Background: an optimization exercise with open tools, aiming at small area and a short achievable clock period. Do not read the settings as production practice. RTL that was checked went through simulation tests only; none was proved equivalent to the original. Function not checked in run 2: the RTL went through the layout flow alone.

==> flow/design.v (outline; a module is shown in full before it is edited, if it fits) <==
// module iir: 1043 lines
module iir(
    input clk,
    input rst_n,
    input [31:0] x,
    output reg [31:0] y
    );
  // ...
==> flow/flow/run.sh <==
#!/bin/bash
# Layout flow: the standard ORFS flow (standard.sh), with two changes:
#  1. the combinational logic of the standard synthesis is replaced by the
#     gate-level netlist that gen2.py writes from the same description as
#     rtl/iir.v (same registers, same names and cell types; checked by
#     swap_netlist.py, and the standard netlist is kept if they differ);
#  2. the port buffers are buf_4 cells on the inputs and buf_1 cells on the
#     outputs (flow/buffer_outputs.tcl) instead of the default cell.
set -euo pipefail
export BUFFER_PORTS_ARGS="-inputs -buffer_cell sky130_fd_sc_hd__buf_4"
export PRE_GLOBAL_PLACE_TCL="$PWD/flow/buffer_outputs.tcl"
R=orfs/results/sky130hd/iir/base
bash standard.sh synth > standard_synth.log 2>&1
python3 flow/gen2.py --ytree fast42 --fap cell --size2 3 --size4 6 --net custom_netlist.v > gen2.log 2>&1
if python3 flow/swap_netlist.py $R/1_2_yosys.v custom_netlist.v > swap_netlist.log 2>&1; then
  cp $R/1_2_yosys.v standard_1_2_yosys.v
  cp custom_netlist.v $R/1_2_yosys.v
  touch $R/1_2_yosys.v
  rm -f $R/1_synth.odb $R/1_synth.sdc
fi
bash standard.sh finish > standard_finish.log 2>&1
==> flow/flow/buffer_outputs.tcl <==
# Runs just before ORFS's buffer_ports (which buffers the inputs, see run.sh):
# give every output port a buf_1 buffer.
buffer_ports -outputs -buffer_cell sky130_fd_sc_hd__buf_1
==> flow/flow/swap_netlist.py <==
#!/usr/bin/env python3
"""Check that a hand-built netlist keeps the standard synthesis's registers
(same instance names and cell types) and ports; exit 1 if not.
usage: swap_netlist.py STANDARD.v CUSTOM.v"""
import re, sys

def info(path):
    t = open(path).read()
    ffs = {}
    for cell, name in re.findall(r'\b(sky130_fd_sc_hd__df\w+)\s+(\\\S+|\S+)\s*\(', t):
        ffs[name.lstrip('\\')] = cell
    m = re.search(r'module\s+iir\s*\((.*?)\);', t, re.S)
    ports = sorted(p.strip() for p in m.group(1).split(','))
    decl = sorted(re.findall(r'^\s*(input|output)\s+(\[[^\]]*\])?\s*(\w+);', t, re.M))
    return ffs, ports, decl

a = info(sys.argv[1])
b = info(sys.argv[2])
ok = True
if a[0] != b[0]:
    ok = False
    print('registers differ:')
    for k in sorted(set(a[0]) | set(b[0])):
        if a[0].get(k) != b[0].get(k):
            print('  ', k, a[0].get(k), b[0].get(k))
if a[1] != b[1] or a[2] != b[2]:
    ok = False
    print('ports differ:', a[1:], b[1:])
print('registers:', len(a[0]), 'match' if ok else 'MISMATCH')
sys.exit(0 if ok else 1)
==> flow/standard.sh <==
#!/bin/bash
# synth_recipe.tcl (not shown) runs the flow's synth.tcl, then flattens the netlist and writes it again
# the make line also repeats each setting of config.mk as NAME=value (left out here)
make -C /OpenROAD-flow-scripts/flow DESIGN_CONFIG=/design/flow/config.mk WORK_HOME=/design/flow/orfs CLKGATE_MAP_FILE= SYNTH_SCRIPT=/design/flow/synth_recipe.tcl "${@:-finish}"
==> flow/config.mk <==
export PLATFORM = sky130hd
export DESIGN_NAME = iir
export DESIGN_NICKNAME = iir
export VERILOG_FILES = /design/flow/design.v
export SDC_FILE = /design/flow/constraint.sdc
export NUM_CORES = 4
export LEC_CHECK = 0
export CAP_MARGIN = 20
export CORE_MARGIN = 2
export CORE_UTILIZATION = 70
export CTS_BUF_LIST = sky130_fd_sc_hd__clkbuf_4 sky130_fd_sc_hd__clkbuf_8
export SETUP_SLACK_MARGIN = 4
export SLEW_MARGIN = 20
==> flow/constraint.sdc <==
create_clock -name core_clock -period 7.5 [get_ports {clk}]
set_input_delay 1.5000 -clock core_clock [delete_from_list [all_inputs] [get_ports {clk}]]
set_output_delay 1.5000 -clock core_clock [all_outputs]
set_load 0.01 [all_outputs]
Not shown: flow/flow/gen2.py
==> results.ini, run 1 <==
[critical_path]
cp-end-kind=flop
path_cells=buf_4 > xor2_2 > xor2_1 > xnor2_2 > nor2_1 > nor2_1 > nand2_1 > o21ai_4 > a21oi_4 > buf_4 > o21ai_1 > xor2_1
cp.buffers_inverters=2
critPathLaunchType=primary input
cp-endpoint=y[23]$_DFF_PN0_
r2r_cells=11

[final_layout]
diodes=0
layout_commonest_cell=xor2_1
multi_input_area_sq_um=6540
final_cell_mix=161 x xor2_1, 122 x nand2_1, 115 x nor2_1, 95 x dfrtp_1, 94 x inv_1
top_regs=p (32), y (32), x1 (31)
fin_util_pct=76.5
stdcell_area_sq_um=10100

[clocking]
insertion_delay_ns=0.38
cts_tree=built
post_cts_buffers=0
h-tree-depth=3
cts.sinks=95

[floorplanning]
rows=42
ioPinCount=66

[sta]
max_freq_ghz=0.301
slew_violations=0
hold-worst-slack_ns=0.366
slew_headroom_pct=54.0
hold_viol=0
fin_ws_ns=4.18
tightest_slew_ns=0.690

[drt]
wl_per_cell_microns=13.9
viasPerCell=5.13
met1Wirelength_mm=8.31
vias=6552
firstDrtPassIters=5

[hold_path]
hold_start=p[0]$_DFF_PN0_
hold_end=y[0]$_DFF_PN0_

[placement]
io_buffer_count=65
place_inst=1257

[yosys]
synth_nets=1141
syn_avg_cell_area_sq_um=8.96

[status]
outcome=no timing/DRC/antenna violations

[global_route]
grt_max_degree=55
grt_use_met2_pct=44.7

==> inputs of run 2 (changes only) <==
--- a/flow/design.v
+++ b/flow/design.v
@@ -561,475 +561,436 @@
 wire pa554 = ~(tn508 | tn505);
 wire pg555 = ~((tn508 | gn504) & gn507);
 wire pa556 = ~(tn514 | tn511);
 wire pg557 = ~((tn514 | gn510) & gn513);
 wire pa558 = ~(tn520 | tn517);
 wire pg559 = ~((tn520 | gn516) & gn519);
 wire pa560 = ~(tn526 | tn523);
 wire pg561 = ~((tn526 | gn522) & gn525);
-wire inv562 = ~gn444;
-wire pa563 = ~(sm36 & inv562);
-wire inv564 = ~gn447;
-wire pg565 = ~((pa535 & inv562) | inv564);
-wire inv566 = ~tn457;
-wire pa567 = ~(inv566 & pa536);
-wire inv568 = ~gn456;
-wire pg569 = ~((inv566 & pg537) | inv568);
-wire pa570 = ~(pa538 & pa536);
-wire pg571 = ~((pa538 & pg537) | pg539);
-wire inv572 = ~tn469;
-wire pa573 = ~(inv572 & pa540);
-wire inv574 = ~gn468;
-wire pg575 = ~((inv572 & pg541) | inv574);
-wire pa576 = ~(pa542 & pa540);
-wire pg577 = ~((pa542 & pg541) | pg543);
-wire inv578 = ~tn481;
-wire pa579 = ~(inv578 & pa544);
-wire inv580 = ~gn480;
-wire pg581 = ~((inv578 & pg545) | inv580);
-wire pa582 = ~(pa546 & pa544);
-wire pg583 = ~((pa546 & pg545) | pg547);
-wire inv584 = ~tn493;
-wire pa585 = ~(inv584 & pa548);
-wire inv586 = ~gn492;
-wire pg587 = ~((inv584 & pg549) | inv586);
-wire pa588 = ~(pa550 & pa548);
-wire pg589 = ~((pa550 & pg549) | pg551);
-wire inv590 = ~tn505;
-wire pa591 = ~(inv590 & pa552);
-wire inv592 = ~gn504;
-wire pg593 = ~((inv590 & pg553) | inv592);
-wire pa594 = ~(pa554 & pa552);
-wire pg595 = ~((pa554 & pg553) | pg555);
-wire inv596 = ~tn517;
-wire pa597 = ~(inv596 & pa556);
-wire inv598 = ~gn516;
-wire pg599 = ~((inv596 & pg557) | inv598);
-wire pa600 = ~(pa558 & pa556);
-wire pg601 = ~((pa558 & pg557) | pg559);
-wire inv602 = ~tn529;
-wire pa603 = ~(inv602 & pa560);
-wire inv604 = ~gn528;
-wire pg605 = ~((inv602 & pg561) | inv604);
-wire pg606 = ~((tn451 | pg565) & gn450);
-wire inv607 = ~pg537;
-wire inv608 = ~pa536;
-wire pg609 = ~((inv608 | pg565) & inv607);
-wire pg610 = ~((pa567 | pg565) & pg569);
-wire pg611 = ~((pa570 | pg565) & pg571);
-wire pa612 = ~(tn475 | pa576);
-wire pg613 = ~((tn475 | pg577) & gn474);
-wire inv614 = ~pa544;
-wire pa615 = ~(inv614 | pa576);
-wire inv616 = ~pg545;
-wire pg617 = ~((inv614 | pg577) & inv616);
-wire pa618 = ~(pa579 | pa576);
-wire pg619 = ~((pa579 | pg577) & pg581);
-wire pa620 = ~(pa582 | pa576);
-wire pg621 = ~((pa582 | pg577) & pg583);
-wire pa622 = ~(tn499 | pa588);
-wire pg623 = ~((tn499 | pg589) & gn498);
-wire inv624 = ~pa552;
-wire pa625 = ~(inv624 | pa588);
-wire inv626 = ~pg553;
-wire pg627 = ~((inv624 | pg589) & inv626);
-wire pa628 = ~(pa591 | pa588);
-wire pg629 = ~((pa591 | pg589) & pg593);
-wire pa630 = ~(pa594 | pa588);
-wire pg631 = ~((pa594 | pg589) & pg595);
-wire pa632 = ~(tn523 | pa600);
-wire pg633 = ~((tn523 | pg601) & gn522);
-wire inv634 = ~pa560;
-wire pa635 = ~(inv634 | pa600);
-wire inv636 = ~pg561;
-wire pg637 = ~((inv634 | pg601) & inv636);
-wire pa638 = ~(pa603 | pa600);
-wire pg639 = ~((pa603 | pg601) & pg605);
-wire inv640 = ~gn462;
-wire inv641 = ~tn463;
-wire pg642 = ~((inv641 & pg611) | inv640);
-wire pg643 = ~((pa540 & pg611) | pg541);
-wire inv644 = ~pg575;
-wire inv645 = ~pa573;
-wire pg646 = ~((inv645 & pg611) | inv644);
-wire inv647 = ~pg577;
-wire inv648 = ~pa576;
-wire pg649 = ~((inv648 & pg611) | inv647);
-wire pg650 = ~((pa612 & pg611) | pg613);
-wire pg651 = ~((pa615 & pg611) | pg617);
-wire pg652 = ~((pa618 & pg611) | pg619);
-wire pg653 = ~((pa620 & pg611) | pg621);
-wire inv654 = ~tn511;
-wire pa655 = ~(inv654 & pa630);
-wire inv656 = ~gn510;
-wire pg657 = ~((inv654 & pg631) | inv656);
-wire pa658 = ~(pa556 & pa630);
-wire pg659 = ~((pa556 & pg631) | pg557);
-wire inv660 = ~pa597;
-wire pa661 = ~(inv660 & pa630);
-wire inv662 = ~pg599;
-wire pg663 = ~((inv660 & pg631) | inv662);
-wire inv664 = ~pa600;
-wire pa665 = ~(inv664 & pa630);
-wire inv666 = ~pg601;
-wire pg667 = ~((inv664 & pg631) | inv666);
-wire pa668 = ~(pa632 & pa630);
-wire pg669 = ~((pa632 & pg631) | pg633);
-wire pa670 = ~(pa635 & pa630);
-wire pg671 = ~((pa635 & pg631) | pg637);
-wire pa672 = ~(pa638 & pa630);
-wire pg673 = ~((pa638 & pg631) | pg639);
-wire pg674 = ~((tn487 | pg653) & gn486);
-wire inv675 = ~pg549;
-wire inv676 = ~pa548;
-wire pg677 = ~((inv676 | pg653) & inv675);
-wire pg678 = ~((pa585 | pg653) & pg587);
-wire pg679 = ~((pa588 | pg653) & pg589);
-wire inv680 = ~pg623;
-wire inv681 = ~pa622;
-wire pg682 = ~((inv681 | pg653) & inv680);
-wire inv683 = ~pg627;
-wire inv684 = ~pa625;
-wire pg685 = ~((inv684 | pg653) & inv683);
-wire inv686 = ~pg629;
-wire inv687 = ~pa628;
-wire pg688 = ~((inv687 | pg653) & inv686);
-wire inv689 = ~pg631;
-wire inv690 = ~pa630;
-wire pg691 = ~((inv690 | pg653) & inv689);
-wire pg692 = ~((pa655 | pg653) & pg657);
-wire pg693 = ~((pa658 | pg653) & pg659);
-wire pg694 = ~((pa661 | pg653) & pg663);
-wire pg695 = ~((pa665 | pg653) & pg667);
-wire pg696 = ~((pa668 | pg653) & pg669);
-wire pg697 = ~((pa670 | pg653) & pg671);
-wire pg698 = ~((pa672 | pg653) & pg673);
-wire sn699 = ~(sm36 ^ gn444);
-wire sn700 = ~(pp449 ^ pa563);
-wire sn701 = ~(pp452 ^ pg565);
-wire xo702 = pp455 ^ pg606;
-wire xo703 = pp458 ^ pg609;
-wire xo704 = pp461 ^ pg610;
-wire xo705 = pp464 ^ pg611;
-wire sn706 = ~(pp467 ^ pg642);
-wire sn707 = ~(pp470 ^ pg643);
-wire sn708 = ~(pp473 ^ pg646);
-wire sn709 = ~(pp476 ^ pg649);
-wire sn710 = ~(pp479 ^ pg650);
-wire sn711 = ~(pp482 ^ pg651);
-wire sn712 = ~(pp485 ^ pg652);
-wire sn713 = ~(pp488 ^ pg653);
-wire xo714 = pp491 ^ pg674;
-wire xo715 = pp494 ^ pg677;
-wire xo716 = pp497 ^ pg678;
-wire xo717 = pp500 ^ pg679;
-wire xo718 = pp503 ^ pg682;
-wire xo719 = pp506 ^ pg685;
-wire xo720 = pp509 ^ pg688;
-wire xo721 = pp512 ^ pg691;
-wire xo722 = pp515 ^ pg692;
-wire xo723 = pp518 ^ pg693;
-wire xo724 = pp521 ^ pg694;
-wire xo725 = pp524 ^ pg695;
-wire xo726 = pp527 ^ pg696;
-wire xo727 = pp530 ^ pg697;
-wire xo728 = pp533 ^ pg698;
-wire gn729 = ~(y[0] & x[0]);
-wire tn730 = ~(y[0] | x[0]);
-wire pp731 = y[0] ^ x[0];
-wire gn732 = ~(fa384 & fa323);
-wire tn733 = ~(fa384 | fa323);
-wire pp734 = fa384 ^ fa323;
-wire gn735 = ~(fa385 & fa386);
-wire tn736 = ~(fa385 | fa386);
-wire pp737 = fa385 ^ fa386;
-wire gn738 = ~(fa387 & fa388);
-wire tn739 = ~(fa387 | fa388);
-wire pp740 = fa387 ^ fa388;
-wire gn741 = ~(fa389 & fa390);
-wire tn742 = ~(fa389 | fa390);
-wire pp743 = fa389 ^ fa390;
-wire gn744 = ~(fa391 & fa392);
-wire tn745 = ~(fa391 | fa392);
-wire pp746 = fa391 ^ fa392;
-wire gn747 = ~(fa393 & fa394);
-wire tn748 = ~(fa393 | fa394);
-wire pp749 = fa393 ^ fa394;
-wire gn750 = ~(fa395 & fa396);
-wire tn751 = ~(fa395 | fa396);
-wire pp752 = fa395 ^ fa396;
-wire gn753 = ~(fa397 & fa398);
-wire tn754 = ~(fa397 | fa398);
-wire pp755 = fa397 ^ fa398;
-wire gn756 = ~(fa399 & fa400);
-wire tn757 = ~(fa399 | fa400);
-wire pp758 = fa399 ^ fa400;
-wire gn759 = ~(fa401 & fa402);
-wire tn760 = ~(fa401 | fa402);
-wire pp761 = fa401 ^ fa402;
-wire gn762 = ~(fa403 & fa404);
-wire tn763 = ~(fa403 | fa404);
-wire pp764 = fa403 ^ fa404;
-wire gn765 = ~(fa405 & fa406);
-wire tn766 = ~(fa405 | fa406);
-wire pp767 = fa405 ^ fa406;
-wire gn768 = ~(fa407 & fa408);
-wire tn769 = ~(fa407 | fa408);
-wire pp770 = fa407 ^ fa408;
-wire gn771 = ~(fa409 & fa410);
-wire tn772 = ~(fa409 | fa410);
-wire pp773 = fa409 ^ fa410;
-wire gn774 = ~(fa411 & fa412);
-wire tn775 = ~(fa411 | fa412);
-wire pp776 = fa411 ^ fa412;
-wire gn777 = ~(fa413 & fa414);
-wire tn778 = ~(fa413 | fa414);
-wire pp779 = fa413 ^ fa414;
-wire gn780 = ~(fa415 & fa416);
-wire tn781 = ~(fa415 | fa416);
-wire pp782 = fa415 ^ fa416;
-wire gn783 = ~(fa417 & fa418);
-wire tn784 = ~(fa417 | fa418);
-wire pp785 = fa417 ^ fa418;
-wire gn786 = ~(fa419 & fa420);
-wire tn787 = ~(fa419 | fa420);
-wire pp788 = fa419 ^ fa420;
-wire gn789 = ~(fa421 & fa422);
-wire tn790 = ~(fa421 | fa422);
-wire pp791 = fa421 ^ fa422;
-wire gn792 = ~(fa423 & fa424);
-wire tn793 = ~(fa423 | fa424);
-wire pp794 = fa423 ^ fa424;
-wire gn795 = ~(fa425 & fa426);
-wire tn796 = ~(fa425 | fa426);
-wire pp797 = fa425 ^ fa426;
-wire gn798 = ~(fa427 & fa428);
-wire tn799 = ~(fa427 | fa428);
-wire pp800 = fa427 ^ fa428;
-wire gn801 = ~(fa429 & fa430);
-wire tn802 = ~(fa429 | fa430);
-wire pp803 = fa429 ^ fa430;
-wire gn804 = ~(fa431 & fa432);
-wire tn805 = ~(fa431 | fa432);
-wire pp806 = fa431 ^ fa432;
-wire gn807 = ~(fa433 & fa434);
-wire tn808 = ~(fa433 | fa434);
-wire pp809 = fa433 ^ fa434;
-wire gn810 = ~(fa435 & fa436);
-wire tn811 = ~(fa435 | fa436);
-wire pp812 = fa435 ^ fa436;
-wire gn813 = ~(fa437 & fa438);
-wire tn814 = ~(fa437 | fa438);
-wire pp815 = fa437 ^ fa438;
-wire gn816 = ~(fa439 & fa440);
-wire tn817 = ~(fa439 | fa440);
-wire pp818 = fa439 ^ fa440;
-wire gn819 = ~(fa441 & fa442);
-wire tn820 = ~(fa441 | fa442);
-wire pp821 = fa441 ^ fa442;
-wire inv822 = ~gn729;
-wire pa823 = ~(fa322 & inv822);
-wire pa824 = ~(tn736 | tn733);
-wire pg825 = ~((tn736 | gn732) & gn735);
-wire pa826 = ~(tn742 | tn739);
-wire pg827 = ~((tn742 | gn738) & gn741);
-wire pa828 = ~(tn748 | tn745);
-wire pg829 = ~((tn748 | gn744) & gn747);
-wire pa830 = ~(tn754 | tn751);
-wire pg831 = ~((tn754 | gn750) & gn753);
-wire pa832 = ~(tn760 | tn757);
-wire pg833 = ~((tn760 | gn756) & gn759);
-wire pa834 = ~(tn766 | tn763);
-wire pg835 = ~((tn766 | gn762) & gn765);
-wire pa836 = ~(tn772 | tn769);
-wire pg837 = ~((tn772 | gn768) & gn771);
-wire pa838 = ~(tn778 | tn775);
-wire pg839 = ~((tn778 | gn774) & gn777);
-wire pa840 = ~(tn784 | tn781);
-wire pg841 = ~((tn784 | gn780) & gn783);
-wire pa842 = ~(tn790 | tn787);
-wire pg843 = ~((tn790 | gn786) & gn789);
-wire pa844 = ~(tn796 | tn793);
-wire pg845 = ~((tn796 | gn792) & gn795);
-wire pa846 = ~(tn802 | tn799);
-wire pg847 = ~((tn802 | gn798) & gn801);
-wire pa848 = ~(tn808 | tn805);
-wire pg849 = ~((tn808 | gn804) & gn807);
-wire pa850 = ~(tn814 | tn811);
-wire pg851 = ~((tn814 | gn810) & gn813);
-wire pg852 = ~((tn733 | pa823) & gn732);
-wire inv853 = ~pa823;
-wire pg854 = ~((pa824 & inv853) | pg825);
-wire inv855 = ~tn745;
-wire pa856 = ~(inv855 & pa826);
-wire inv857 = ~gn744;
-wire pg858 = ~((inv855 & pg827) | inv857);
-wire pa859 = ~(pa828 & pa826);
-wire pg860 = ~((pa828 & pg827) | pg829);
-wire inv861 = ~tn757;
-wire pa862 = ~(inv861 & pa830);
-wire inv863 = ~gn756;
-wire pg864 = ~((inv861 & pg831) | inv863);
-wire pa865 = ~(pa832 & pa830);
-wire pg866 = ~((pa832 & pg831) | pg833);
-wire inv867 = ~tn769;
-wire pa868 = ~(inv867 & pa834);
-wire inv869 = ~gn768;
-wire pg870 = ~((inv867 & pg835) | inv869);
-wire pa871 = ~(pa836 & pa834);
-wire pg872 = ~((pa836 & pg835) | pg837);
-wire inv873 = ~tn781;
-wire pa874 = ~(inv873 & pa838);
-wire inv875 = ~gn780;
-wire pg876 = ~((inv873 & pg839) | inv875);
-wire pa877 = ~(pa840 & pa838);
-wire pg878 = ~((pa840 & pg839) | pg841);
-wire inv879 = ~tn793;
-wire pa880 = ~(inv879 & pa842);
-wire inv881 = ~gn792;
-wire pg882 = ~((inv879 & pg843) | inv881);
-wire pa883 = ~(pa844 & pa842);
-wire pg884 = ~((pa844 & pg843) | pg845);
-wire inv885 = ~tn805;
-wire pa886 = ~(inv885 & pa846);
-wire inv887 = ~gn804;
-wire pg888 = ~((inv885 & pg847) | inv887);
-wire pa889 = ~(pa848 & pa846);
-wire pg890 = ~((pa848 & pg847) | pg849);
-wire inv891 = ~tn817;
-wire pa892 = ~(inv891 & pa850);
-wire inv893 = ~gn816;
-wire pg894 = ~((inv891 & pg851) | inv893);
-wire pg895 = ~((tn739 | pg854) & gn738);
-wire inv896 = ~pg827;
-wire inv897 = ~pa826;
-wire pg898 = ~((inv897 | pg854) & inv896);
-wire pg899 = ~((pa856 | pg854) & pg858);
-wire pg900 = ~((pa859 | pg854) & pg860);
-wire pa901 = ~(tn763 | pa865);
-wire pg902 = ~((tn763 | pg866) & gn762);
-wire inv903 = ~pa834;
-wire pa904 = ~(inv903 | pa865);
-wire inv905 = ~pg835;
-wire pg906 = ~((inv903 | pg866) & inv905);
-wire pa907 = ~(pa868 | pa865);
-wire pg908 = ~((pa868 | pg866) & pg870);
-wire pa909 = ~(pa871 | pa865);
-wire pg910 = ~((pa871 | pg866) & pg872);
-wire pa911 = ~(tn787 | pa877);
-wire pg912 = ~((tn787 | pg878) & gn786);
-wire inv913 = ~pa842;
-wire pa914 = ~(inv913 | pa877);
-wire inv915 = ~pg843;
-wire pg916 = ~((inv913 | pg878) & inv915);
-wire pa917 = ~(pa880 | pa877);
-wire pg918 = ~((pa880 | pg878) & pg882);
-wire pa919 = ~(pa883 | pa877);
-wire pg920 = ~((pa883 | pg878) & pg884);
-wire pa921 = ~(tn811 | pa889);
-wire pg922 = ~((tn811 | pg890) & gn810);
-wire inv923 = ~pa850;
-wire pa924 = ~(inv923 | pa889);
-wire inv925 = ~pg851;
-wire pg926 = ~((inv923 | pg890) & inv925);
-wire pa927 = ~(pa892 | pa889);
-wire pg928 = ~((pa892 | pg890) & pg894);
-wire inv929 = ~gn750;
-wire inv930 = ~tn751;
-wire pg931 = ~((inv930 & pg900) | inv929);
-wire pg932 = ~((pa830 & pg900) | pg831);
-wire inv933 = ~pg864;
-wire inv934 = ~pa862;
-wire pg935 = ~((inv934 & pg900) | inv933);
-wire inv936 = ~pg866;
-wire inv937 = ~pa865;
-wire pg938 = ~((inv937 & pg900) | inv936);
-wire pg939 = ~((pa901 & pg900) | pg902);
-wire pg940 = ~((pa904 & pg900) | pg906);
-wire pg941 = ~((pa907 & pg900) | pg908);
-wire pg942 = ~((pa909 & pg900) | pg910);
-wire inv943 = ~tn799;
-wire pa944 = ~(inv943 & pa919);
-wire inv945 = ~gn798;
-wire pg946 = ~((inv943 & pg920) | inv945);
-wire pa947 = ~(pa846 & pa919);
-wire pg948 = ~((pa846 & pg920) | pg847);
-wire inv949 = ~pa886;
-wire pa950 = ~(inv949 & pa919);
-wire inv951 = ~pg888;
-wire pg952 = ~((inv949 & pg920) | inv951);
-wire inv953 = ~pa889;
-wire pa954 = ~(inv953 & pa919);
-wire inv955 = ~pg890;
-wire pg956 = ~((inv953 & pg920) | inv955);
-wire pa957 = ~(pa921 & pa919);
-wire pg958 = ~((pa921 & pg920) | pg922);
-wire pa959 = ~(pa924 & pa919);
-wire pg960 = ~((pa924 & pg920) | pg926);
-wire pa961 = ~(pa927 & pa919);
-wire pg962 = ~((pa927 & pg920) | pg928);
-wire pg963 = ~((tn775 | pg942) & gn774);
-wire inv964 = ~pg839;
-wire inv965 = ~pa838;
-wire pg966 = ~((inv965 | pg942) & inv964);
-wire pg967 = ~((pa874 | pg942) & pg876);
-wire pg968 = ~((pa877 | pg942) & pg878);
-wire inv969 = ~pg912;
-wire inv970 = ~pa911;
-wire pg971 = ~((inv970 | pg942) & inv969);
-wire inv972 = ~pg916;
-wire inv973 = ~pa914;
-wire pg974 = ~((inv973 | pg942) & inv972);
-wire inv975 = ~pg918;
-wire inv976 = ~pa917;
-wire pg977 = ~((inv976 | pg942) & inv975);
-wire inv978 = ~pg920;
-wire inv979 = ~pa919;
-wire pg980 = ~((inv979 | pg942) & inv978);
-wire pg981 = ~((pa944 | pg942) & pg946);
-wire pg982 = ~((pa947 | pg942) & pg948);
-wire pg983 = ~((pa950 | pg942) & pg952);
-wire pg984 = ~((pa954 | pg942) & pg956);
-wire pg985 = ~((pa957 | pg942) & pg958);
-wire pg986 = ~((pa959 | pg942) & pg960);
-wire pg987 = ~((pa961 | pg942) & pg962);
-wire sn988 = ~(fa322 ^ gn729);
-wire sn989 = ~(pp734 ^ pa823);
-wire xo990 = pp737 ^ pg852;
-wire sn991 = ~(pp740 ^ pg854);
-wire xo992 = pp743 ^ pg895;
-wire xo993 = pp746 ^ pg898;
-wire xo994 = pp749 ^ pg899;
-wire xo995 = pp752 ^ pg900;
-wire sn996 = ~(pp755 ^ pg931);
-wire sn997 = ~(pp758 ^ pg932);
-wire sn998 = ~(pp761 ^ pg935);
-wire sn999 = ~(pp764 ^ pg938);
-wire sn1000 = ~(pp767 ^ pg939);
-wire sn1001 = ~(pp770 ^ pg940);
-wire sn1002 = ~(pp773 ^ pg941);
-wire sn1003 = ~(pp776 ^ pg942);
-wire xo1004 = pp779 ^ pg963;
-wire xo1005 = pp782 ^ pg966;
-wire xo1006 = pp785 ^ pg967;
-wire xo1007 = pp788 ^ pg968;
-wire xo1008 = pp791 ^ pg971;
-wire xo1009 = pp794 ^ pg974;
-wire xo1010 = pp797 ^ pg977;
-wire xo1011 = pp800 ^ pg980;
-wire xo1012 = pp803 ^ pg981;
-wire xo1013 = pp806 ^ pg982;
-wire xo1014 = pp809 ^ pg983;
-wire xo1015 = pp812 ^ pg984;
-wire xo1016 = pp815 ^ pg985;
-wire xo1017 = pp818 ^ pg986;
-wire xo1018 = pp821 ^ pg987;
-wire [31:0] y_next = {xo728, xo727, xo726, xo725, xo724, xo723, xo722, xo721, xo720, xo719, xo718, xo717, xo716, xo715, xo714, sn713, sn712, sn711, sn710, sn709, sn708, sn707, sn706, xo705, xo704, xo703, xo702, sn701, sn700, sn699, pp446, p[0]};
-wire [31:0] p_next = {xo1018, xo1017, xo1016, xo1015, xo1014, xo1013, xo1012, xo1011, xo1010, xo1009, xo1008, xo1007, xo1006, xo1005, xo1004, sn1003, sn1002, sn1001, sn1000, sn999, sn998, sn997, sn996, xo995, xo994, xo993, xo992, sn991, xo990, sn989, sn988, pp731};
+wire pa562 = ~(inv534 | gn444);
+wire inv563 = ~pa535;
+wire pg564 = ~((inv563 | gn444) & gn447);
+wire inv565 = ~pa536;
+wire pa566 = ~(tn457 | inv565);
+wire inv567 = ~pg537;
+wire pg568 = ~((tn457 | inv567) & gn456);
+wire pa569 = ~(pa538 & pa536);
+wire pg570 = ~((pa538 & pg537) | pg539);
+wire inv571 = ~pa540;
+wire pa572 = ~(tn469 | inv571);
+wire inv573 = ~pg541;
+wire pg574 = ~((tn469 | inv573) & gn468);
+wire pa575 = ~(pa542 & pa540);
+wire pg576 = ~((pa542 & pg541) | pg543);
+wire inv577 = ~pa544;
+wire pa578 = ~(tn481 | inv577);
+wire inv579 = ~pg545;
+wire pg580 = ~((tn481 | inv579) & gn480);
+wire pa581 = ~(pa546 & pa544);
+wire pg582 = ~((pa546 & pg545) | pg547);
+wire inv583 = ~pa548;
+wire pa584 = ~(tn493 | inv583);
+wire inv585 = ~pg549;
+wire pg586 = ~((tn493 | inv585) & gn492);
+wire pa587 = ~(pa550 & pa548);
+wire pg588 = ~((pa550 & pg549) | pg551);
+wire inv589 = ~pa552;
+wire pa590 = ~(tn505 | inv589);
+wire inv591 = ~pg553;
+wire pg592 = ~((tn505 | inv591) & gn504);
+wire pa593 = ~(pa554 & pa552);
+wire pg594 = ~((pa554 & pg553) | pg555);
+wire inv595 = ~pa556;
+wire pa596 = ~(tn517 | inv595);
+wire inv597 = ~pg557;
+wire pg598 = ~((tn517 | inv597) & gn516);
+wire pa599 = ~(pa558 & pa556);
+wire pg600 = ~((pa558 & pg557) | pg559);
+wire inv601 = ~pa560;
+wire pa602 = ~(tn529 | inv601);
+wire inv603 = ~pg561;
+wire pg604 = ~((tn529 | inv603) & gn528);
+wire inv605 = ~pg564;
+wire pg606 = ~((tn451 | inv605) & gn450);
+wire pg607 = ~((pa536 & pg564) | pg537);
+wire pg608 = ~((pa566 & pg564) | pg568);
+wire pg609 = ~((pa569 | inv605) & pg570);
+wire pa610 = ~(tn475 | pa575);
+wire pg611 = ~((tn475 | pg576) & gn474);
+wire pa612 = ~(inv577 | pa575);
+wire pg613 = ~((inv577 | pg576) & inv579);
+wire inv614 = ~pa575;
+wire pa615 = ~(pa578 & inv614);
+wire inv616 = ~pg576;
+wire pg617 = ~((pa578 & inv616) | pg580);
+wire pa618 = ~(pa581 | pa575);
+wire pg619 = ~((pa581 | pg576) & pg582);
+wire pa620 = ~(tn499 | pa587);
+wire pg621 = ~((tn499 | pg588) & gn498);
+wire pa622 = ~(inv589 | pa587);
+wire pg623 = ~((inv589 | pg588) & inv591);
+wire inv624 = ~pa587;
+wire pa625 = ~(pa590 & inv624);
+wire inv626 = ~pg588;
+wire pg627 = ~((pa590 & inv626) | pg592);
+wire pa628 = ~(pa593 | pa587);
+wire pg629 = ~((pa593 | pg588) & pg594);
+wire pa630 = ~(tn523 | pa599);
+wire pg631 = ~((tn523 | pg600) & gn522);
+wire pa632 = ~(inv601 | pa599);
+wire pg633 = ~((inv601 | pg600) & inv603);
+wire inv634 = ~pa599;
+wire pa635 = ~(pa602 & inv634);
+wire inv636 = ~pg600;
+wire pg637 = ~((pa602 & inv636) | pg604);
+wire inv638 = ~pg609;
+wire pg639 = ~((tn463 | inv638) & gn462);
+wire pg640 = ~((pa540 & pg609) | pg541);
+wire pg641 = ~((pa572 & pg609) | pg574);
+wire pg642 = ~((inv614 & pg609) | inv616);
+wire pg643 = ~((pa610 & pg609) | pg611);
+wire pg644 = ~((pa612 & pg609) | pg613);
+wire pg645 = ~((pa615 | inv638) & pg617);
+wire pg646 = ~((pa618 & pg609) | pg619);
+wire inv647 = ~pa628;
+wire pa648 = ~(tn511 | inv647);
+wire inv649 = ~pg629;
+wire pg650 = ~((tn511 | inv649) & gn510);
+wire pa651 = ~(pa556 & pa628);
+wire pg652 = ~((pa556 & pg629) | pg557);
+wire pa653 = ~(pa596 & pa628);
+wire pg654 = ~((pa596 & pg629) | pg598);
+wire pa655 = ~(inv634 & pa628);
+wire pg656 = ~((inv634 & pg629) | inv636);
+wire pa657 = ~(pa630 & pa628);
+wire pg658 = ~((pa630 & pg629) | pg631);
+wire pa659 = ~(pa632 & pa628);
+wire pg660 = ~((pa632 & pg629) | pg633);
+wire pa661 = ~(pa635 | inv647);
+wire pg662 = ~((pa635 | inv649) & pg637);
+wire pg663 = ~((tn487 | pg646) & gn486);
+wire pg664 = ~((inv583 | pg646) & inv585);
+wire inv665 = ~pg646;
+wire pg666 = ~((pa584 & inv665) | pg586);
+wire pg667 = ~((pa587 | pg646) & pg588);
+wire pg668 = ~((pa620 & inv665) | pg621);
+wire pg669 = ~((pa622 & inv665) | pg623);
+wire pg670 = ~((pa625 | pg646) & pg627);
+wire pg671 = ~((inv647 | pg646) & inv649);
+wire pg672 = ~((pa648 & inv665) | pg650);
+wire pg673 = ~((pa651 | pg646) & pg652);
+wire pg674 = ~((pa653 | pg646) & pg654);
+wire pg675 = ~((pa655 | pg646) & pg656);
+wire pg676 = ~((pa657 | pg646) & pg658);
+wire pg677 = ~((pa659 | pg646) & pg660);
+wire pg678 = ~((pa661 & inv665) | pg662);
+wire sn679 = ~(sm36 ^ gn444);
+wire xo680 = pp449 ^ pa562;
+wire xo681 = pp452 ^ pg564;
+wire xo682 = pp455 ^ pg606;
+wire sn683 = ~(pp458 ^ pg607);
+wire sn684 = ~(pp461 ^ pg608);
+wire xo685 = pp464 ^ pg609;
+wire xo686 = pp467 ^ pg639;
+wire sn687 = ~(pp470 ^ pg640);
+wire sn688 = ~(pp473 ^ pg641);
+wire sn689 = ~(pp476 ^ pg642);
+wire sn690 = ~(pp479 ^ pg643);
+wire sn691 = ~(pp482 ^ pg644);
+wire xo692 = pp485 ^ pg645;
+wire sn693 = ~(pp488 ^ pg646);
+wire xo694 = pp491 ^ pg663;
+wire xo695 = pp494 ^ pg664;
+wire sn696 = ~(pp497 ^ pg666);
+wire xo697 = pp500 ^ pg667;
+wire sn698 = ~(pp503 ^ pg668);
+wire sn699 = ~(pp506 ^ pg669);
+wire xo700 = pp509 ^ pg670;
+wire xo701 = pp512 ^ pg671;
+wire sn702 = ~(pp515 ^ pg672);
+wire xo703 = pp518 ^ pg673;
+wire xo704 = pp521 ^ pg674;
+wire xo705 = pp524 ^ pg675;
+wire xo706 = pp527 ^ pg676;
+wire xo707 = pp530 ^ pg677;
+wire sn708 = ~(pp533 ^ pg678);
+wire gn709 = ~(y[0] & x[0]);
+wire tn710 = ~(y[0] | x[0]);
+wire pp711 = y[0] ^ x[0];
+wire gn712 = ~(fa384 & fa323);
+wire tn713 = ~(fa384 | fa323);
+wire pp714 = fa384 ^ fa323;
+wire gn715 = ~(fa385 & fa386);
+wire tn716 = ~(fa385 | fa386);
+wire pp717 = fa385 ^ fa386;
+wire gn718 = ~(fa387 & fa388);
+wire tn719 = ~(fa387 | fa388);
+wire pp720 = fa387 ^ fa388;
+wire gn721 = ~(fa389 & fa390);
+wire tn722 = ~(fa389 | fa390);
+wire pp723 = fa389 ^ fa390;
+wire gn724 = ~(fa391 & fa392);
+wire tn725 = ~(fa391 | fa392);
+wire pp726 = fa391 ^ fa392;
+wire gn727 = ~(fa393 & fa394);
+wire tn728 = ~(fa393 | fa394);
+wire pp729 = fa393 ^ fa394;
+wire gn730 = ~(fa395 & fa396);
+wire tn731 = ~(fa395 | fa396);
+wire pp732 = fa395 ^ fa396;
+wire gn733 = ~(fa397 & fa398);
+wire tn734 = ~(fa397 | fa398);
+wire pp735 = fa397 ^ fa398;
+wire gn736 = ~(fa399 & fa400);
+wire tn737 = ~(fa399 | fa400);
+wire pp738 = fa399 ^ fa400;
+wire gn739 = ~(fa401 & fa402);
+wire tn740 = ~(fa401 | fa402);
+wire pp741 = fa401 ^ fa402;
+wire gn742 = ~(fa403 & fa404);
+wire tn743 = ~(fa403 | fa404);
+wire pp744 = fa403 ^ fa404;
+wire gn745 = ~(fa405 & fa406);
+wire tn746 = ~(fa405 | fa406);
+wire pp747 = fa405 ^ fa406;
+wire gn748 = ~(fa407 & fa408);
+wire tn749 = ~(fa407 | fa408);
+wire pp750 = fa407 ^ fa408;
+wire gn751 = ~(fa409 & fa410);
+wire tn752 = ~(fa409 | fa410);
+wire pp753 = fa409 ^ fa410;
+wire gn754 = ~(fa411 & fa412);
+wire tn755 = ~(fa411 | fa412);
+wire pp756 = fa411 ^ fa412;
+wire gn757 = ~(fa413 & fa414);
+wire tn758 = ~(fa413 | fa414);
+wire pp759 = fa413 ^ fa414;
+wire gn760 = ~(fa415 & fa416);
+wire tn761 = ~(fa415 | fa416);
+wire pp762 = fa415 ^ fa416;
+wire gn763 = ~(fa417 & fa418);
+wire tn764 = ~(fa417 | fa418);
+wire pp765 = fa417 ^ fa418;
+wire gn766 = ~(fa419 & fa420);
+wire tn767 = ~(fa419 | fa420);
+wire pp768 = fa419 ^ fa420;
+wire gn769 = ~(fa421 & fa422);
+wire tn770 = ~(fa421 | fa422);
+wire pp771 = fa421 ^ fa422;
+wire gn772 = ~(fa423 & fa424);
+wire tn773 = ~(fa423 | fa424);
+wire pp774 = fa423 ^ fa424;
+wire gn775 = ~(fa425 & fa426);
+wire tn776 = ~(fa425 | fa426);
+wire pp777 = fa425 ^ fa426;
+wire gn778 = ~(fa427 & fa428);
+wire tn779 = ~(fa427 | fa428);
+wire pp780 = fa427 ^ fa428;
+wire gn781 = ~(fa429 & fa430);
+wire tn782 = ~(fa429 | fa430);
+wire pp783 = fa429 ^ fa430;
+wire gn784 = ~(fa431 & fa432);
+wire tn785 = ~(fa431 | fa432);
+wire pp786 = fa431 ^ fa432;
+wire gn787 = ~(fa433 & fa434);
+wire tn788 = ~(fa433 | fa434);
+wire pp789 = fa433 ^ fa434;
+wire gn790 = ~(fa435 & fa436);
+wire tn791 = ~(fa435 | fa436);
+wire pp792 = fa435 ^ fa436;
+wire gn793 = ~(fa437 & fa438);
+wire tn794 = ~(fa437 | fa438);
+wire pp795 = fa437 ^ fa438;
+wire gn796 = ~(fa439 & fa440);
+wire tn797 = ~(fa439 | fa440);
+wire pp798 = fa439 ^ fa440;
+wire gn799 = ~(fa441 & fa442);
+wire tn800 = ~(fa441 | fa442);
+wire pp801 = fa441 ^ fa442;
+wire inv802 = ~gn709;
+wire pa803 = ~(fa322 & inv802);
+wire pa804 = ~(tn716 | tn713);
+wire pg805 = ~((tn716 | gn712) & gn715);
+wire pa806 = ~(tn722 | tn719);
+wire pg807 = ~((tn722 | gn718) & gn721);
+wire pa808 = ~(tn728 | tn725);
+wire pg809 = ~((tn728 | gn724) & gn727);
+wire pa810 = ~(tn734 | tn731);
+wire pg811 = ~((tn734 | gn730) & gn733);
+wire pa812 = ~(tn740 | tn737);
+wire pg813 = ~((tn740 | gn736) & gn739);
+wire pa814 = ~(tn746 | tn743);
+wire pg815 = ~((tn746 | gn742) & gn745);
+wire pa816 = ~(tn752 | tn749);
+wire pg817 = ~((tn752 | gn748) & gn751);
+wire pa818 = ~(tn758 | tn755);
+wire pg819 = ~((tn758 | gn754) & gn757);
+wire pa820 = ~(tn764 | tn761);
+wire pg821 = ~((tn764 | gn760) & gn763);
+wire pa822 = ~(tn770 | tn767);
+wire pg823 = ~((tn770 | gn766) & gn769);
+wire pa824 = ~(tn776 | tn773);
+wire pg825 = ~((tn776 | gn772) & gn775);
+wire pa826 = ~(tn782 | tn779);
+wire pg827 = ~((tn782 | gn778) & gn781);
+wire pa828 = ~(tn788 | tn785);
+wire pg829 = ~((tn788 | gn784) & gn787);
+wire pa830 = ~(tn794 | tn791);
+wire pg831 = ~((tn794 | gn790) & gn793);
+wire pg832 = ~((tn713 | pa803) & gn712);
+wire inv833 = ~pa803;
+wire pg834 = ~((pa804 & inv833) | pg805);
+wire inv835 = ~pa806;
+wire pa836 = ~(tn725 | inv835);
+wire inv837 = ~pg807;
+wire pg838 = ~((tn725 | inv837) & gn724);
+wire pa839 = ~(pa808 & pa806);
+wire pg840 = ~((pa808 & pg807) | pg809);
+wire inv841 = ~pa810;
+wire pa842 = ~(tn737 | inv841);
+wire inv843 = ~pg811;
+wire pg844 = ~((tn737 | inv843) & gn736);
+wire pa845 = ~(pa812 & pa810);
+wire pg846 = ~((pa812 & pg811) | pg813);
+wire inv847 = ~pa814;
+wire pa848 = ~(tn749 | inv847);
+wire inv849 = ~pg815;
+wire pg850 = ~((tn749 | inv849) & gn748);
+wire pa851 = ~(pa816 & pa814);
+wire pg852 = ~((pa816 & pg815) | pg817);
+wire inv853 = ~pa818;
+wire pa854 = ~(tn761 | inv853);
+wire inv855 = ~pg819;
+wire pg856 = ~((tn761 | inv855) & gn760);
+wire pa857 = ~(pa820 & pa818);
+wire pg858 = ~((pa820 & pg819) | pg821);
+wire inv859 = ~pa822;
+wire pa860 = ~(tn773 | inv859);
+wire inv861 = ~pg823;
+wire pg862 = ~((tn773 | inv861) & gn772);
+wire pa863 = ~(pa824 & pa822);
+wire pg864 = ~((pa824 & pg823) | pg825);
+wire inv865 = ~pa826;
+wire pa866 = ~(tn785 | inv865);
+wire inv867 = ~pg827;
+wire pg868 = ~((tn785 | inv867) & gn784);
+wire pa869 = ~(pa828 & pa826);
+wire pg870 = ~((pa828 & pg827) | pg829);
+wire inv871 = ~pa830;
+wire pa872 = ~(tn797 | inv871);
+wire inv873 = ~pg831;
+wire pg874 = ~((tn797 | inv873) & gn796);
+wire pg875 = ~((tn719 | pg834) & gn718);
+wire pg876 = ~((inv835 | pg834) & inv837);
+wire inv877 = ~pg834;
+wire pg878 = ~((pa836 & inv877) | pg838);
+wire pg879 = ~((pa839 | pg834) & pg840);
+wire pa880 = ~(tn743 | pa845);
+wire pg881 = ~((tn743 | pg846) & gn742);
+wire pa882 = ~(inv847 | pa845);
+wire pg883 = ~((inv847 | pg846) & inv849);
+wire inv884 = ~pa845;
+wire pa885 = ~(pa848 & inv884);
+wire inv886 = ~pg846;
+wire pg887 = ~((pa848 & inv886) | pg850);
+wire pa888 = ~(pa851 | pa845);
+wire pg889 = ~((pa851 | pg846) & pg852);
+wire pa890 = ~(tn767 | pa857);
+wire pg891 = ~((tn767 | pg858) & gn766);
+wire pa892 = ~(inv859 | pa857);
+wire pg893 = ~((inv859 | pg858) & inv861);
+wire inv894 = ~pa857;
+wire pa895 = ~(pa860 & inv894);
+wire inv896 = ~pg858;
+wire pg897 = ~((pa860 & inv896) | pg862);
+wire pa898 = ~(pa863 | pa857);
+wire pg899 = ~((pa863 | pg858) & pg864);
+wire pa900 = ~(tn791 | pa869);
+wire pg901 = ~((tn791 | pg870) & gn790);
+wire pa902 = ~(inv871 | pa869);
+wire pg903 = ~((inv871 | pg870) & inv873);
+wire inv904 = ~pa869;
+wire pa905 = ~(pa872 & inv904);
+wire inv906 = ~pg870;
+wire pg907 = ~((pa872 & inv906) | pg874);
+wire inv908 = ~pg879;
+wire pg909 = ~((tn731 | inv908) & gn730);
+wire pg910 = ~((pa810 & pg879) | pg811);
+wire pg911 = ~((pa842 & pg879) | pg844);
+wire pg912 = ~((inv884 & pg879) | inv886);
+wire pg913 = ~((pa880 & pg879) | pg881);
+wire pg914 = ~((pa882 & pg879) | pg883);
+wire pg915 = ~((pa885 | inv908) & pg887);
+wire pg916 = ~((pa888 & pg879) | pg889);
+wire inv917 = ~pa898;
+wire pa918 = ~(tn779 | inv917);
+wire inv919 = ~pg899;
+wire pg920 = ~((tn779 | inv919) & gn778);
+wire pa921 = ~(pa826 & pa898);
+wire pg922 = ~((pa826 & pg899) | pg827);
+wire pa923 = ~(pa866 & pa898);
+wire pg924 = ~((pa866 & pg899) | pg868);
+wire pa925 = ~(inv904 & pa898);
+wire pg926 = ~((inv904 & pg899) | inv906);
+wire pa927 = ~(pa900 & pa898);
+wire pg928 = ~((pa900 & pg899) | pg901);
+wire pa929 = ~(pa902 & pa898);
+wire pg930 = ~((pa902 & pg899) | pg903);
+wire pa931 = ~(pa905 | inv917);
+wire pg932 = ~((pa905 | inv919) & pg907);
+wire pg933 = ~((tn755 | pg916) & gn754);
+wire pg934 = ~((inv853 | pg916) & inv855);
+wire inv935 = ~pg916;
+wire pg936 = ~((pa854 & inv935) | pg856);
+wire pg937 = ~((pa857 | pg916) & pg858);
+wire pg938 = ~((pa890 & inv935) | pg891);
+wire pg939 = ~((pa892 & inv935) | pg893);
+wire pg940 = ~((pa895 | pg916) & pg897);
+wire pg941 = ~((inv917 | pg916) & inv919);
+wire pg942 = ~((pa918 & inv935) | pg920);
+wire pg943 = ~((pa921 | pg916) & pg922);
+wire pg944 = ~((pa923 | pg916) & pg924);
+wire pg945 = ~((pa925 | pg916) & pg926);
+wire pg946 = ~((pa927 | pg916) & pg928);
+wire pg947 = ~((pa929 | pg916) & pg930);
+wire pg948 = ~((pa931 & inv935) | pg932);
+wire sn949 = ~(fa322 ^ gn709);
+wire sn950 = ~(pp714 ^ pa803);
+wire xo951 = pp717 ^ pg832;
+wire sn952 = ~(pp720 ^ pg834);
+wire xo953 = pp723 ^ pg875;
+wire xo954 = pp726 ^ pg876;
+wire sn955 = ~(pp729 ^ pg878);
+wire xo956 = pp732 ^ pg879;
+wire xo957 = pp735 ^ pg909;
+wire sn958 = ~(pp738 ^ pg910);
+wire sn959 = ~(pp741 ^ pg911);
+wire sn960 = ~(pp744 ^ pg912);
+wire sn961 = ~(pp747 ^ pg913);
+wire sn962 = ~(pp750 ^ pg914);
+wire xo963 = pp753 ^ pg915;
+wire sn964 = ~(pp756 ^ pg916);
+wire xo965 = pp759 ^ pg933;
+wire xo966 = pp762 ^ pg934;
+wire sn967 = ~(pp765 ^ pg936);
+wire xo968 = pp768 ^ pg937;
+wire sn969 = ~(pp771 ^ pg938);
+wire sn970 = ~(pp774 ^ pg939);
+wire xo971 = pp777 ^ pg940;
+wire xo972 = pp780 ^ pg941;
+wire sn973 = ~(pp783 ^ pg942);
+wire xo974 = pp786 ^ pg943;
+wire xo975 = pp789 ^ pg944;
+wire xo976 = pp792 ^ pg945;
+wire xo977 = pp795 ^ pg946;
+wire xo978 = pp798 ^ pg947;
+wire sn979 = ~(pp801 ^ pg948);
+wire [31:0] y_next = {sn708, xo707, xo706, xo705, xo704, xo703, sn702, xo701, xo700, sn699, sn698, xo697, sn696, xo695, xo694, sn693, xo692, sn691, sn690, sn689, sn688, sn687, xo686, xo685, sn684, sn683, xo682, xo681, xo680, sn679, pp446, p[0]};
+wire [31:0] p_next = {sn979, xo978, xo977, xo976, xo975, xo974, sn973, xo972, xo971, sn970, sn969, xo968, sn967, xo966, xo965, sn964, xo963, sn962, sn961, sn960, sn959, sn958, xo957, xo956, sn955, xo954, xo953, sn952, xo951, sn950, sn949, pp711};
 always @(posedge clk or negedge rst_n)
 begin
     if (!rst_n)
     begin
         x1 <= 32'd0;
         p  <= 32'd0;
         y  <= 32'd0;
     end
==> flow/flow/run.sh (replaced) <==
#!/bin/bash
# Layout flow: the standard ORFS flow (standard.sh), with two changes:
#  1. the combinational logic of the standard synthesis is replaced by the
#     gate-level netlist that gen2.py writes from the same description as
#     rtl/iir.v (same registers, same names and cell types; checked by
#     swap_netlist.py, and the standard netlist is kept if they differ);
#  2. the port buffers are buf_2 cells instead of the default.
set -euo pipefail
export BUFFER_PORTS_ARGS="-buffer_cell sky130_fd_sc_hd__buf_2"
R=orfs/results/sky130hd/iir/base
bash standard.sh synth > standard_synth.log 2>&1
python3 flow/gen2.py --ytree fast42 --fap cell --polmode 1 --net custom_netlist.v > gen2.log 2>&1
if python3 flow/swap_netlist.py $R/1_2_yosys.v custom_netlist.v > swap_netlist.log 2>&1; then
  cp $R/1_2_yosys.v standard_1_2_yosys.v
  cp custom_netlist.v $R/1_2_yosys.v
  touch $R/1_2_yosys.v
  rm -f $R/1_synth.odb $R/1_synth.sdc
fi
bash standard.sh finish > standard_finish.log 2>&1
--- a/flow/flow/gen2.py
+++ b/flow/flow/gen2.py
@@ -30,24 +30,17 @@
 # carries, and each block's carry-out is kept in register pc (0 = whole adder)
 ap.add_argument('--pblock', type=int, default=0)
 # carry of a full adder in xor form: maj3 cell, or mux2 selected by the xor of
 # the two earlier inputs
 ap.add_argument('--carry', default='maj', choices=['maj', 'mux'])
 # 'fast42': y' uses 4:2 compressors built from xor2/xnor2 and and-or-invert
 # gates, with the inputs x entering last
 ap.add_argument('--polmode', type=int, default=0)
-# prefix tree of the carry-propagate adders: Sklansky, Kogge-Stone, Han-Carlson
-ap.add_argument('--prefix', default='sk', choices=['sk', 'ks', 'hc'])
-ap.add_argument('--prefixy', choices=['sk', 'ks', 'hc'])   # for y' only
-# netlist drive strengths by fanout: a gate driving at least SIZE2 inputs
-# gets the _2 cell, at least SIZE4 the _4 cell (0 = all _1)
-ap.add_argument('--size2', type=int, default=0)
-ap.add_argument('--size4', type=int, default=0)
-ap.add_argument('--ytree', default='wallace', choices=['wallace', 'fast42', 'pre'])
+ap.add_argument('--ytree', default='wallace', choices=['wallace', 'fast42'])
 args = ap.parse_args()
 
 # --------------------------------------------------------------------------
 # IR: gates with named output nets. A signal is a net name or 0/1 constant.
 gates = []          # (kind, inputs(list), outputs(list))
 arr = {}            # estimated arrival time per net
 cnt = [0]
 
@@ -187,95 +180,68 @@
     for pol in (0, 1):
         late = max([t(sp[0]) + (0.05 if sp[1] != pol else 0) for sp in sigs] + [-1])
         extra = sum(1 for sp in sigs if sp[1] != pol and sp[0] not in inv_cache)
         key = (extra, round(late, 3)) if args.polmode == 1 else (round(late, 3), extra)
         if best is None or key < best[0]:
             best = (key, pol)
     pol = best[1]
     T = pand(Ti, Tj, pol) if needT else None
-    if isc(Gi) and val(Gi) == 1:
-        return (1, 0), T
-    if isc(Gj) and val(Gj) == 1:
-        Gj = Ti
-        Ti = (1, 0)
-        if isc(Gj) and val(Gj) == 0:
-            return Gi, T
-        if isc(Gi) and val(Gi) == 0:
-            return Gj, T
     if isc(Gj) and val(Gj) == 0:
         return Gi, T
     if isc(Gi) and val(Gi) == 0:
         return pand(Ti, Gj, pol), T
     if isc(Ti) and val(Ti) == 1:
         # Gi | Gj
         if pol == 0:
             return (gate('NOR2', [want(Gi, 0), want(Gj, 0)], prefix='po'), 1), T
         return (gate('NAND2', [want(Gi, 1), want(Gj, 1)], prefix='po'), 0), T
     gi, ti, gj = want(Gi, pol), want(Ti, pol), want(Gj, pol)
     if pol == 0:
         G = (gate('AOI21', [ti, gj, gi], prefix='pg'), 1)
     else:
         G = (gate('OAI21', [ti, gj, gi], prefix='pg'), 0)
     return G, T
 
-def cpa(A, B, carry2=False, prefix=None):
-    """A + B mod 2^W with a Sklansky prefix tree. Returns W sum nets. With
-    carry2, A + B + 4, where bits 0 and 1 of B are 0 (the carry into bit 2 is
-    forced to 1)."""
+def cpa(A, B):
+    """A + B mod 2^W with a Sklansky prefix tree. Returns W sum nets."""
     G, T, P = [], [], []
     for i in range(W):
         a, b = A[i], B[i]
         if b == 0 or a == 0:
             s = a if b == 0 else b
             G.append((0, 0)); T.append((s, 0)); P.append(s)
         elif b == 1 or a == 1:
             s = a if b == 1 else b
             G.append((s, 0)); T.append((1, 0)); P.append(inv(s))
         else:
             G.append((gate('NAND2', [a, b], prefix='gn'), 1))
             T.append((gate('NOR2', [a, b], prefix='tn'), 1))
             P.append(gate('XOR2', [a, b], prefix='pp'))
-    if carry2:
-        assert B[0] == 0 and B[1] == 0
-        G[1] = (1, 0)
-        T[1] = (0, 0)
-    prefix = prefix or args.prefix
     start = list(range(W))    # group start of each node
-    levels = []
     d = 1
     while d < W:
-        levels.append(d)
-        d *= 2
-    if prefix == 'hc':
-        levels.append(0)       # final level for the even bits
-    for d in levels:
         nG, nT, ns = list(G), list(T), list(start)
         for i in range(W - 1):
-            if start[i] == 0:
-                continue
-            if prefix == 'sk' and (i // d) % 2 != 1:
-                continue
-            if prefix == 'hc' and (i % 2 == 0) != (d == 0):
-                continue
-            j = start[i] - 1
-            final = start[j] == 0
-            if G[i] == (0, 0) and T[i] == (0, 0):
-                continue
-            if G[j] == (0, 0) and final:
-                # nothing comes from below: G stays, group is final
-                ns[i] = 0
-                nT[i] = None
-                continue
-            g, tt = combine(G[i], T[i], G[j], T[j] if not final else (1, 0), not final)
-            nG[i] = g
-            nT[i] = tt
-            ns[i] = start[j]
+            if (i // d) % 2 == 1:
+                j = (i // d) * d - 1
+                final = start[j] == 0
+                if G[i] == (0, 0) and T[i] == (0, 0):
+                    continue
+                if G[j] == (0, 0) and final:
+                    # nothing comes from below: G stays, group is final
+                    ns[i] = 0
+                    nT[i] = None
+                    continue
+                g, tt = combine(G[i], T[i], G[j], T[j] if not final else (1, 0), not final)
+                nG[i] = g
+                nT[i] = tt
+                ns[i] = start[j]
         G, T, start = nG, nT, ns
-    assert all(start[i] == 0 for i in range(W - 1)), start
+        d *= 2
     S = []
     for i in range(W):
         if i == 0:
             S.append(P[0])
             continue
         c = G[i - 1]
         if c[0] in (0, 1):
             S.append(xor2(P[i], c[0] ^ c[1]))
@@ -320,28 +286,17 @@
 for j in range(NPC):
     pccols[(j + 1) * K].append(PC[j])
 OFF = 0     # p is stored as p + OFF
 pconst = [[] for _ in range(W)]
 pconst[2].append(1)                        # -3y = y + 4*(~y) + 4
 if OFF:
     pconst[2].append(1)                    # + the offset of the stored p
 pcols = merge(col(X, 0), col(X1, 1), col(Y, 0), col(Y, 2, True), pconst)
-if args.ytree == 'pre':
-    # r = p - 4y = p + 4*(~y) + 4 from the registers alone, with its own
-    # prefix adder; then y' = 4x + 2x + r
-    FA_MODE[0] = 'cell'
-    R = cpa(Pq, [0, 0] + [inv(Y[i]) for i in range(W - 2)], carry2=True)
-    rcols = [[R[i]] for i in range(W)]
-    ycols = merge(col(X, 2), col(X, 1), rcols)
-    FA_MODE[0] = args.fay
-    yA, yB = compress(ycols)
-    FA_MODE[0] = args.fap
-    pA, pB = compress(pcols)
-elif args.ytree == 'fast42':
+if args.ytree == 'fast42':
     # y' = 4x + 2x + p + 4*(~y) + 4: per column i two early inputs p[i],
     # ~y[i-2] and two late ones x[i-2], x[i-1]; the constant enters column 2
     # as its carry in
     yA = [0] * W
     yB = [0] * W
     yA[0] = Pq[0]
     yA[1], yB[1] = Pq[1], X[0]
     c1n = None                           # inverted level-1 carry into column i
@@ -369,17 +324,17 @@
     pA, pB = compress(pcols)
 else:
     ycols = merge(col(X, 2), col(X, 1), col(Pq, 0), pccols, col(Y, 2, True), four)
     FA_MODE[0] = args.fay
     yA, yB = compress(ycols)
     FA_MODE[0] = args.fap
     pA, pB = compress(pcols)
 FA_MODE[0] = 'cell'
-ynext = cpa(yA, yB, prefix=args.prefixy)
+ynext = cpa(yA, yB)
 pcnext = []
 if K:
     pnext = []
     for lo in range(0, W, K):
         c = 0
         for i in range(lo, min(lo + K, W)):
             s, c = fa(pA[i], pB[i], c)
             pnext.append(s)
@@ -407,18 +362,17 @@
     'MAJ3': lambda i: f'({i[0]} & {i[1]}) | ({i[0]} & {i[2]}) | ({i[1]} & {i[2]})',
     'MUX2': lambda i: f'{i[2]} ? {i[1]} : {i[0]}',
 }
 
 HEADER = """// Second-order IIR filter, y[n+1] = 6x[n] + x[n-1] + 2x[n-2] - 4y[n] - 3y[n-1]
 """
 
 def rtl():
-    import sys as _s
-    o = [HEADER.replace('OPTS', ' '.join(a for a in _s.argv[1:] if not a.endswith('.v') and a not in ('--rtl', '--net'))), 'module iir(', '    input clk,', '    input rst_n,',
+    o = [HEADER, 'module iir(', '    input clk,', '    input rst_n,',
          '    input [31:0] x,', '    output reg [31:0] y', '    );', '',
          'reg [31:0] x1, p;'] + ([f'reg [{NPC - 1}:0] pc;'] if NPC else []) + ['']
     for kind, ins, outs in gates:
         li = [lit(s) for s in ins]
         if kind == 'FA':
             a, b, c = li
             o.append(f'wire {outs[0]} = {a} ^ {b} ^ {c};')
             o.append(f'wire {outs[1]} = ({a} & {b}) | ({a} & {c}) | ({b} & {c});')
@@ -493,28 +447,19 @@
     for i in range(W):
         wires.add(f'q_p_{i}')
     for j in range(NPC):
         wires.add(f'q_pc_{j}')
     for i in sorted(used_x1):
         wires.add(f'q_x1_{i}')
     for w in sorted(wires):
         o.append(f'  wire {w};')
-    fo = {}
-    for kind, ins, outs in gates:
-        for s in ins:
-            fo[s] = fo.get(s, 0) + 1
     k = 0
     for kind, ins, outs in gates:
         cell, ip, op = CELL[kind]
-        f = max(fo.get(s, 0) for s in outs)
-        if args.size4 and f >= args.size4 and kind not in ('HA',):
-            cell = cell[:-2] + '_4'
-        elif args.size2 and f >= args.size2 and kind not in ('HA',):
-            cell = cell[:-2] + '_2'
         pins = [f'.{p}({netname(s)})' for p, s in zip(ip, ins)]
         pins += [f'.{p}({netname(s)})' for p, s in zip(op, outs)]
         o.append(f'  sky130_fd_sc_hd__{cell} g{k} ({", ".join(pins)});')
         k += 1
     def ff(name, d, q, one=False):
         if one:
             o.append(f'  sky130_fd_sc_hd__dfstp_1 \\{name}$_DFF_PN1_  (.CLK(clk), .D({d}), .Q({q}), .SET_B(rst_n));')
         else:
removed: flow/flow/buffer_outputs.tcl
==> run 2 against run 1 <==
  * Largest cell class unchanged
  * Wire length rose by 3.6%
  * Via count up 3.1%
  * Still clean on timing, DRC and antenna
  * Non-clock buffer count up 41
  * Count of clock-buffer cells in the layout increased by 3
  * Clock skew is 0.0025 ns lower
  * Final area decreased by 6.4%
  * Register-to-register slack worse by 0.06 ns
  * Cell count decreased by 2.4%
  * Area after synthesis fell by 10%
  * Flip-flop and latch count unchanged
==> results.ini, run 2 <==
[final_layout]
stdcell_count=1246  ; was 1277
final_cell_mix=173 x xor2_1, 146 x nor2_1, 115 x nand2_1, 102 x a21oi_1, 95 x dfrtp_1  ; was 161 x xor2_1, 122 x nand2_1, 115 x nor2_1, 95 x dfrtp_1, 94 x inv_1
multi_input_area_sq_um=5930  ; was 6540 sq um
num-fill-cells=788  ; was 980
layout-drive-gt1-share_pct=11.8  ; was 23.1%
diodes=0  ; unchanged
fin_util_pct=81.6  ; was 76.5%
register_area_sq_um=2380  ; unchanged
top_regs=p (32), y (32), x1 (31)  ; unchanged
nNetsFinal=1192  ; was 1190
layout_commonest_cell=xor2_1  ; unchanged
area_delta_synth_final_pct=12.4  ; was 7.52%

[critical_path]
crit_required_ns=7.81  ; about the same
criticalPathCategory=primary input to flop  ; unchanged
critPathLaunchType=primary input  ; unchanged
cp-end-kind=flop  ; unchanged
crit_arrival_ns=3.77  ; was 3.63 ns
crit_fanout=7  ; was 9

[sta]
setup-violations-final=0  ; unchanged
final.min_clock_period_ns=3.47  ; was 3.32 ns
tns_ns=0  ; unchanged
slew_violations=0  ; unchanged
hold_viol=0  ; unchanged
tightest_slew_ns=0.752  ; was 0.690 ns
rsz0062_at_grt=true  ; was false
fin_skew_ns=0.0113  ; was 0.0138 ns
fin_ws_ns=4.03  ; was 4.18 ns
max_freq_ghz=0.289  ; was 0.301 GHz
fin_crit_sh_pct=46.2  ; was 44.3%
slew_headroom_pct=49.9  ; was 54.0%

[floorplanning]
die_x_microns=114  ; was 120 microns
start_util_pct=72.6  ; was 71.1%
die-height_microns=114  ; was 120 microns
ioPinCount=66  ; unchanged
core_area_sq_um=11600  ; was 13200 sq um
rows=39  ; was 42
dieArea_sq_um=12900  ; was 14300 sq um

[drt]
wl_per_cell_microns=14.8  ; was 13.9 microns
routed_wl_mm=18.4  ; was 17.8 mm
firstDrtPassIters=5  ; unchanged
viasPerCell=5.42  ; was 5.13
drt_iter0_markers=458  ; was 347
ant_nets=0  ; unchanged
remaining_drc_errors=0  ; unchanged
vias=6753  ; was 6552

[clocking]
h-tree-depth=3  ; unchanged
clkTransAtPathRegs_ns=0.09  ; was 0.10 ns
cts_made_buffers=9  ; unchanged
clock_path_buffers=2  ; unchanged
cts_tree=built  ; unchanged
hold_buffers=0  ; unchanged
clockRootBuffer=clkbuf_8  ; unchanged
insertion_delay_ns=0.38  ; about the same
cts.sinks=95  ; unchanged

[yosys]
synth_area_sq_um=8400  ; was 9380 sq um
synthCells=1008  ; was 1047
synth_nets=1102  ; was 1141
yosys_warnings=1  ; unchanged
syn_avg_cell_area_sq_um=8.33  ; was 8.96 sq um

[placement]
dp_hpwl_mm=13.9  ; was 14.1 mm
dp_slack_ns=3.37  ; was 3.56 ns
place.gp.congestion=0.885  ; was 0.827
io_buffer_count=65  ; unchanged
place_inst=1217  ; was 1257

[global_route]
antenna_found_initial=0  ; unchanged
grt_pass1_vias=6398  ; was 6481
grt_max_degree=58  ; was 55
grt_pass1_wl_mm=30.6  ; about the same
grt.overflow.total=0  ; unchanged
grtUsageTotal_pct=29.9  ; was 27.0%

[hold_path]
holdCritPathClass=flop to flop  ; unchanged

[status]
outcome=no timing/DRC/antenna violations  ; unchanged

[run]
max_cap_viol_count=0  ; unchanged

==> run 2: final cells by class <==
| class | instances | area share [%] |
|---|---|---|
| clock buffers | 12 | 1.62 |
| clock inverters | 4 | 0.477 |
| inverters | 84 | 3.34 |
| multi-input cells | 829 | 62.9 |
| flip-flops and latches | 95 | 25.2 |
| well taps | 143 | 1.90 |
| repair buffers | 79 | 4.61 |
==> run 2: timing repair <==
action                     4_1_cts  5_1_grt
hold endpoints to repair         0        0
setup endpoints to repair       21       26
pin swaps                        1        5
setup buffers                    8        5
resized for setup                3       33
==> run 2: worst paths after layout <==
kind | startpoint | endpoint | slack [ns] | cells past startpoint
max | x[4] | y[30]$_DFF_PN0_ | 4.03 | 12
min | p[0]$_DFF_PN0_ | y[0]$_DFF_PN0_ | 0.36 | 0
max reg2reg | y[3]$_DFF_PN0_ | p[27]$_DFF_PN0_ | 4.34 | 11
min reg2reg | p[0]$_DFF_PN0_ | y[0]$_DFF_PN0_ | 0.36 | 0
max in group asynchronous | rst_n | y[28]$_DFF_PN0_ | 5.29 | 2
min in group asynchronous | rst_n | p[5]$_DFF_PN0_ | 1.08 | 1
==> run 2: per-stage QoR <==
step                hold slack [ns]  cell area (sq um)
floorplan                     0.331               8430
global placement              0.335               8950
detailed placement            0.340               8950
CTS                           0.361               9220
global route                  0.364               9440
finish                        0.359               9440
==> run 2: critical path, cell delays in order <==
cell and delay, ns:
buf_2 0.18, xor2_2 0.23, xor2_1 0.23, xnor2_1 0.22
nor2_1 0.14, nor2_1 0.22, nand2_1 0.13, o21ai_4 0.27
a21oi_4 0.13, buf_4 0.18, o21ai_1 0.16, xor2_1 0.18
==> run 2: layer usage <==
| metal | part of all wire, % | global-route usage, % | vias up |
|---|---|---|---|
| li1 | - | - | 3344 |
| met3 | 4.4 | 3.72 | 20 |
| met2 | 46 | 45.7 | 173 |
| met4 | 1.4 | 8.29 | 0 |
| met5 | 0 | 0 | - |
| met1 | 48 | 45.6 | 3216 |

## re-timing with driven ports
The flow's constraints put no driver on any port. The routed layouts listed below were extracted and timed again, unchanged, in two steps. Step 1 (the two cells are an assumption about what drives the block):
set clk [get_ports {clk}]
set_driving_cell -lib_cell sky130_fd_sc_hd__clkbuf_16 $clk
set_driving_cell -lib_cell sky130_fd_sc_hd__buf_2 [delete_from_list [all_inputs] $clk]
Step 2 adds t to the input delays and takes it off the output delays; t is the mean of the earliest and latest rising clock arrival at the registers after step 1. Input paths then give back, and output paths get back, about the clock's delay inside the block. Slacks: ideal ports / drivers / drivers and shift; pairs: ideal ports / drivers.
run	shift t [ns]	setup slack, ns	hold WS [ns]	worst register clock-pin slew, ns
run 1	0.417	4.180 / 4.195 / 3.778	0.366 / 0.366 / 0.366	0.10 / 0.10
run 2	0.410	4.035 / 4.047 / 3.637	0.359 / 0.359 / 0.359	0.10 / 0.10
After both steps every run listed still meets setup and hold. The setup slack of run 1, which loses most, moves by +0.015 ns with the drivers and by -0.402 ns with both steps.
